Source: an optimization exercise on an open RTL-to-GDS flow (aim: small area and a short achievable clock period). Production flows keep margins and buffers that such runs may drop.
At most, simulation tests tie the RTL to the original design; equivalence was not proved.

## exp/nickel
// FIR_transposed
module FIR_transposed(clk, reset, noisy_signal, filtered_real);
Settings: LEC_CHECK=0, ABC_CLOCK_PERIOD_IN_PS=2000, CAP_MARGIN=20, CORE_MARGIN=2, CORE_UTILIZATION=40, SETUP_SLACK_MARGIN=5, SLEW_MARGIN=20, SYNTH_HIERARCHICAL=1; clock period 13.0 ns.
run.sh (not shown) runs the stock make flow with config.mk's settings and CLKGATE_MAP_FILE= SYNTH_SCRIPT=/design/flow/synth_recipe.tcl, a recipe that flattens the netlist after the stock synthesis.
Input-level comparison between exp/maple and exp/nickel:
==> flow/flow/run.sh (new file) <==
#!/bin/bash
# Standard layout with a larger setup-repair margin.
bash standard.sh SETUP_SLACK_MARGIN=7 finish > standard.log 2>&1
==> flow/standard.sh (new file) <==
#!/bin/bash
# synth_recipe.tcl (not shown) runs the flow's synth.tcl, then flattens the netlist and writes it again
# the make line also repeats each setting of config.mk as NAME=value (left out here)
make -C /OpenROAD-flow-scripts/flow DESIGN_CONFIG=/design/flow/config.mk WORK_HOME=/design/flow/orfs CLKGATE_MAP_FILE= SYNTH_SCRIPT=/design/flow/synth_recipe.tcl "${@:-finish}"
removed: flow/run.sh
==> summary.txt <==
- exp/nickel → exp/maple: area of all sequential standard cells increased 0.42%, clock skew went down by 0.034 ns.
- Of the two values seen for worst setup path endpoint, R[31]$_SDFF_PN0_ was produced by exp/nickel and R[27]$_SDFF_PN0_ by exp/maple.
No run of this note included a check of the RTL's function; only the layout flow was run.

Another version of the RTL of FIR_transposed (not shown whole).
For scale: about 5,000 cells after synthesis, roughly 920 flip-flops, roughly 34 I/O pins, ~71,000 um^2 of cells after synthesis.
clock: 13.0 ns
lec_check: 0
abc_clock_period_in_ps: 2000
cap_margin: 20
core_margin: 2
core_utilization: 65
cts_cluster_diameter: 110
cts_cluster_size: 26
setup_slack_margin: 5
slew_margin: 20
synth_hierarchical: 1
standard.sh (not shown) runs the stock make flow with config.mk's settings and CLKGATE_MAP_FILE= SYNTH_SCRIPT=/design/flow/synth_recipe.tcl, a recipe that flattens the netlist after the stock synthesis.
==> flow/flow/run.sh <==
#!/bin/bash
# Standard layout with a larger setup-repair margin.
bash standard.sh SETUP_SLACK_MARGIN=5.95 finish > standard.log 2>&1
==> next run, changes <==
==> flow/flow/run.sh (replaced) <==
#!/bin/bash
# Standard layout with a larger setup-repair margin and another repair move order.
bash standard.sh SETUP_SLACK_MARGIN=6.0 SETUP_MOVE_SEQUENCE=sizeup,swap,clone,split,buffer finish > standard.log 2>&1
- CTS_CLUSTER_DIAMETER: 110 -> 100
- CTS_CLUSTER_SIZE: 26 -> 22
Sequential share of layout area shrinks by 0.22 points.
Critical path depth came out lower by 1.
Global-route usage rose by 0.43 points.
Routed wire length is higher by about 1.1%.
Clock skew came out higher by 0.022 ns.
Count of clock-buffer cells in the layout rose by 5.
Setup slack is better by 0.063 ns.
Hold slack loses 0.0040 ns.
Via count grows by about 0.9%.

## build 87
FIR_transposed again, from the RTL that the note above started with.
clock: 13.0 ns
lec_check: 0
abc_clock_period_in_ps: 2000
cap_margin: 20
core_margin: 2
core_utilization: 65
cts_cluster_diameter: 100
cts_cluster_size: 22
setup_slack_margin: 5
slew_margin: 20
synth_hierarchical: 1
==> flow/flow/run.sh <==
#!/bin/bash
# Standard layout with a larger setup-repair margin and another repair move order.
bash standard.sh SETUP_SLACK_MARGIN=6.0 SETUP_MOVE_SEQUENCE=unbuffer,sizeup,swap,clone,buffer,split finish > standard.log 2>&1
The inputs of build 18 differ from those of build 87 as listed below.
==> flow/flow/run.sh <==
#!/bin/bash
# Standard layout with a larger setup-repair margin.
bash standard.sh SETUP_SLACK_MARGIN=6.15 finish > standard.log 2>&1
[summary]
Build 18 was carried through to the last stage, and its layout satisfied the timing, design-rule and antenna checks. Changes observed in build 18 relative to build 87: worst-case hold slack went up by 13 ps, shortest period the worst path allows went up by 39 ps. On final non-filler cell area, build 87 beats build 18. Build 18 vs build 87 — first-pass GRT wire length rose 2.0 mm. Build 18 ends up with a largest net degree at the start of global routing that is 57 lower than in build 87. Non-clock buffer count was lower in the run labelled build 87. Fmax | build 18 vs build 87 | build 18 slower. Compared to build 87, the router laid down more metal wire for build 18. For build 18, the origin of the worst setup path was noisy_signal[7], unlike build 87, where it was noisy_signal[9].
Setup changes, build 18 to build 46
==> flow/flow/run.sh <==
#!/bin/bash
# Standard layout with a larger setup-repair margin; after the standard pin
# placement the data pins are placed again as one group (flow/pins.tcl).
set -e
R=$PWD/orfs/results/sky130hd/FIR_transposed/base
bash standard.sh SETUP_SLACK_MARGIN=6.0 $R/3_2_place_iop.odb > standard_1.log 2>&1
IOP_ODB=$R/3_2_place_iop.odb IO_PLACER_H=met3 IO_PLACER_V=met2 openroad -no_init -exit flow/pins.tcl > pins.log 2>&1
bash standard.sh SETUP_SLACK_MARGIN=6.0 finish > standard_2.log 2>&1
==> flow/flow/pins.tcl (new file) <==
# Re-place the pins of the placed design with the data ports kept together,
# input and output bits interleaved in bit order, on one edge.
read_db $::env(IOP_ODB)
set names {}
for {set i 0} {$i < 16} {incr i} {
  lappend names "noisy_signal\[$i\]" "filtered_real\[$i\]"
}
set_io_pin_constraint -pin_names $names -region right:* -group -order
place_pins -hor_layers $::env(IO_PLACER_H) -ver_layers $::env(IO_PLACER_V)
write_db $::env(IOP_ODB)
Diff build 18 -> build 46: relative slew slack went down 9.5 points; vias after detailed routing went down 894; area of the die held.
Compared build 46 vs build 18, and design area is down in build 46.
Cell count in build 46 is 71 lower than in build 18
Summary of build 46 over build 18: signed area change from the synthesized netlist to the final layout decreased 1.5 points, post-route core utilization went down 0.99 points.
Modified inputs, build 89 compared to build 46
Settings: CORE_UTILIZATION: 65 -> 70.
==> flow/flow/run.sh <==
#!/bin/bash
# Standard layout with a larger setup-repair margin.
bash standard.sh SETUP_SLACK_MARGIN=6.0 finish > standard.log 2>&1
removed: flow/flow/pins.tcl
Notes after the runs:
Diff build 46 -> build 89: final-layout clock buffer total went up 1; final cell area excluding filler cells held.
Relative to build 46, the fmax measured on build 89 has decreased slightly.
Looking at end point of the critical path, the filtered_real[6] result is from build 46; the filtered_real[14] one comes from build 89.
The met3 usage in build 89 was higher than what build 46 gave.
Detailed-route wire length per cell came out higher on build 89 than on build 46.
Taking build 46 as the reference, in build 89 routed length on met3 moved up; global-route wire length before repair moved up; worst path setup slack after routing moved down.
What build 80 does differently from build 89 at the input level:
Settings: CORE_UTILIZATION: 70 -> 65; PLACE_DENSITY_LB_ADDON: unset -> 0.1.
### Flow results
Area overhead of the layout relative to synthesis for build 80 is lower than for build 89. On post-route cell area: between build 89 and build 80, it ends up lower for build 80. Clock-buffer cell count (build 80 over build 89): decrease, 1.8%. Build 80: number of gates on the worst path with buffers counted 1 above build 89. Build 89 → build 80: wire length of the first global-routing pass increased by 4.6 mm relative to the old numbers; flip-flop and latch share of the layout cell area neither gained nor lost much; via count now sits lower.
--- input diff build 80..build 8 ---
Settings: a deleted PLACE_DENSITY_LB_ADDON that had been 0.1.
- Delta(post-cts resize count, build 8 - build 80) < 0
- Critical path arrival: build 8 vs build 80 down 130 ps
- The wire length of the first global-routing pass reported for build 8 is smaller than that of build 80 by about 5%.
- Relative to build 80, build 8 improves worst setup slack after layout.
- Delta (build 8 minus build 80): number of antenna repair diodes rose by 2; routed wire length -16 mm.
- Build 8 and build 80 ended up with nearly the same register clock-pin slew on the reported worst setup and hold paths.
- For the final standard cell count with taps included and fillers excluded, build 8 came in 0.37% higher than build 80 did.
- Re total congestion overflow after global routing: no difference whatsoever between build 80 and build 8.

FIR_transposed, a different RTL version from the one above (not shown whole).
Size: ~5,000 cells after synthesis, roughly 910 flip-flops, about 34 I/O pins, about 0.072 mm2 of cells after synthesis.
==> flow/config.mk <==
export PLATFORM = sky130hd
export DESIGN_NAME = FIR_transposed
export DESIGN_NICKNAME = FIR_transposed
export VERILOG_FILES = /design/flow/design.v
export SDC_FILE = /design/flow/constraint.sdc
export NUM_CORES = 8
export LEC_CHECK = 0
export ABC_CLOCK_PERIOD_IN_PS = 2000
export CAP_MARGIN = 20
export CORE_MARGIN = 2
export CORE_UTILIZATION = 55
export CTS_CLUSTER_DIAMETER = 100
export CTS_CLUSTER_SIZE = 22
export SETUP_SLACK_MARGIN = 5
export SLEW_MARGIN = 20
export SYNTH_HIERARCHICAL = 1
==> flow/constraint.sdc <==
create_clock -name core_clock -period 13.0 [get_ports {clk}]
set_input_delay 2.6000 -clock core_clock [delete_from_list [all_inputs] [get_ports {clk}]]
set_output_delay 2.6000 -clock core_clock [all_outputs]
set_load 0.01 [all_outputs]
==> flow/flow/run.sh <==
#!/bin/bash
# Standard layout with a larger setup-repair margin.
bash standard.sh SETUP_SLACK_MARGIN=6.1 finish > standard.log 2>&1
Edit:
==> flow/flow/run.sh (replaced) <==
#!/bin/bash
# Standard layout with a larger setup-repair margin.
bash standard.sh SETUP_SLACK_MARGIN=5.8 finish > standard.log 2>&1
CORE_UTILIZATION = 65   (was 55)
Worst hold slack is better by 22 ps. Maximum frequency goes up by 0.48%.
Edit:
CORE_UTILIZATION = 75   (was 65)
After rerunning:
- setup slack is worse by 160 ps
- routed wire length is higher by about 2.3%
- cell area stays flat
- flip-flop and latch count stays the same
- clock skew rises by 33 ps
- synthesized cell count does not change
- non-clock buffer count came out higher by 11
Edit:
==> flow/run.sh (new file) <==
#!/bin/bash
# synth_recipe.tcl (not shown) runs the flow's synth.tcl, then flattens the netlist and writes it again
# the make line also repeats each setting of config.mk as NAME=value (left out here)
make -C /OpenROAD-flow-scripts/flow DESIGN_CONFIG=/design/flow/config.mk WORK_HOME=/design/flow/orfs CLKGATE_MAP_FILE= SYNTH_SCRIPT=/design/flow/synth_recipe.tcl finish
CORE_UTILIZATION = 55   (was 75)
SETUP_SLACK_MARGIN = 0   (was 5)
removed: flow/flow/run.sh
removed: flow/standard.sh
Final area hardly moves; core utilization drops by 21 points; register-to-register slack degrades by 230 ps; worst hold slack improves by 4.8 ps.

## afterwards: timing with drivers on the ports
How much do the figures lean on ideal ports? The routed layouts below were timed once more, with nothing changed but the port constraints. Step 1, drivers: a clkbuf_16 drives clk and a buf_2 each remaining input, both assumed. Step 2, shift: input delay + t, output delay - t, t = (earliest + latest rising clock arrival at the registers) / 2. This alone moves slack from input paths to output paths. a / b / c = ideal / step 1 / step 2; a / b = the first two.
run | t (ns) | setup WS [ns] | worst setup path at the end
exp/nickel | 0.752 | 4.421 / 4.421 / 4.302 | input to register
exp/maple | 0.751 | 4.397 / 4.397 / 4.397 | register to register
the first run of note 2 | 0.738 | 5.955 / 5.928 / 5.800 | input to register
the second run of note 2 | 0.766 | 6.018 / 5.986 / 5.852 | input to register
build 87 | 0.766 | 6.018 / 5.986 / 5.852 | input to register
build 18 | 0.760 | 5.979 / 5.937 / 5.823 | input to register
build 46 | 0.759 | 5.933 / 5.883 / 5.655 | input to register
build 89 | 0.748 | 5.902 / 5.858 / 5.645 | input to register
build 80 | 0.762 | 5.892 / 5.841 / 5.695 | input to register
build 8 | 0.766 | 6.018 / 5.986 / 5.852 | input to register
the first run of note 4 | 0.765 | 5.832 / 5.770 / 5.606 | input to register
the second run of note 4 | 0.744 | 5.866 / 5.863 / 5.492 | input to register
the third run of note 4 | 0.734 | 5.705 / 5.660 / 5.652 | input to register
the fourth run of note 4 | 0.766 | 4.449 / 4.422 / 4.422 | input to output
After both steps setup and hold are still met in every run listed. The setup slack of the second run of note 4, which loses most, moves by -0.003 ns with the drivers and by -0.374 ns with both steps.
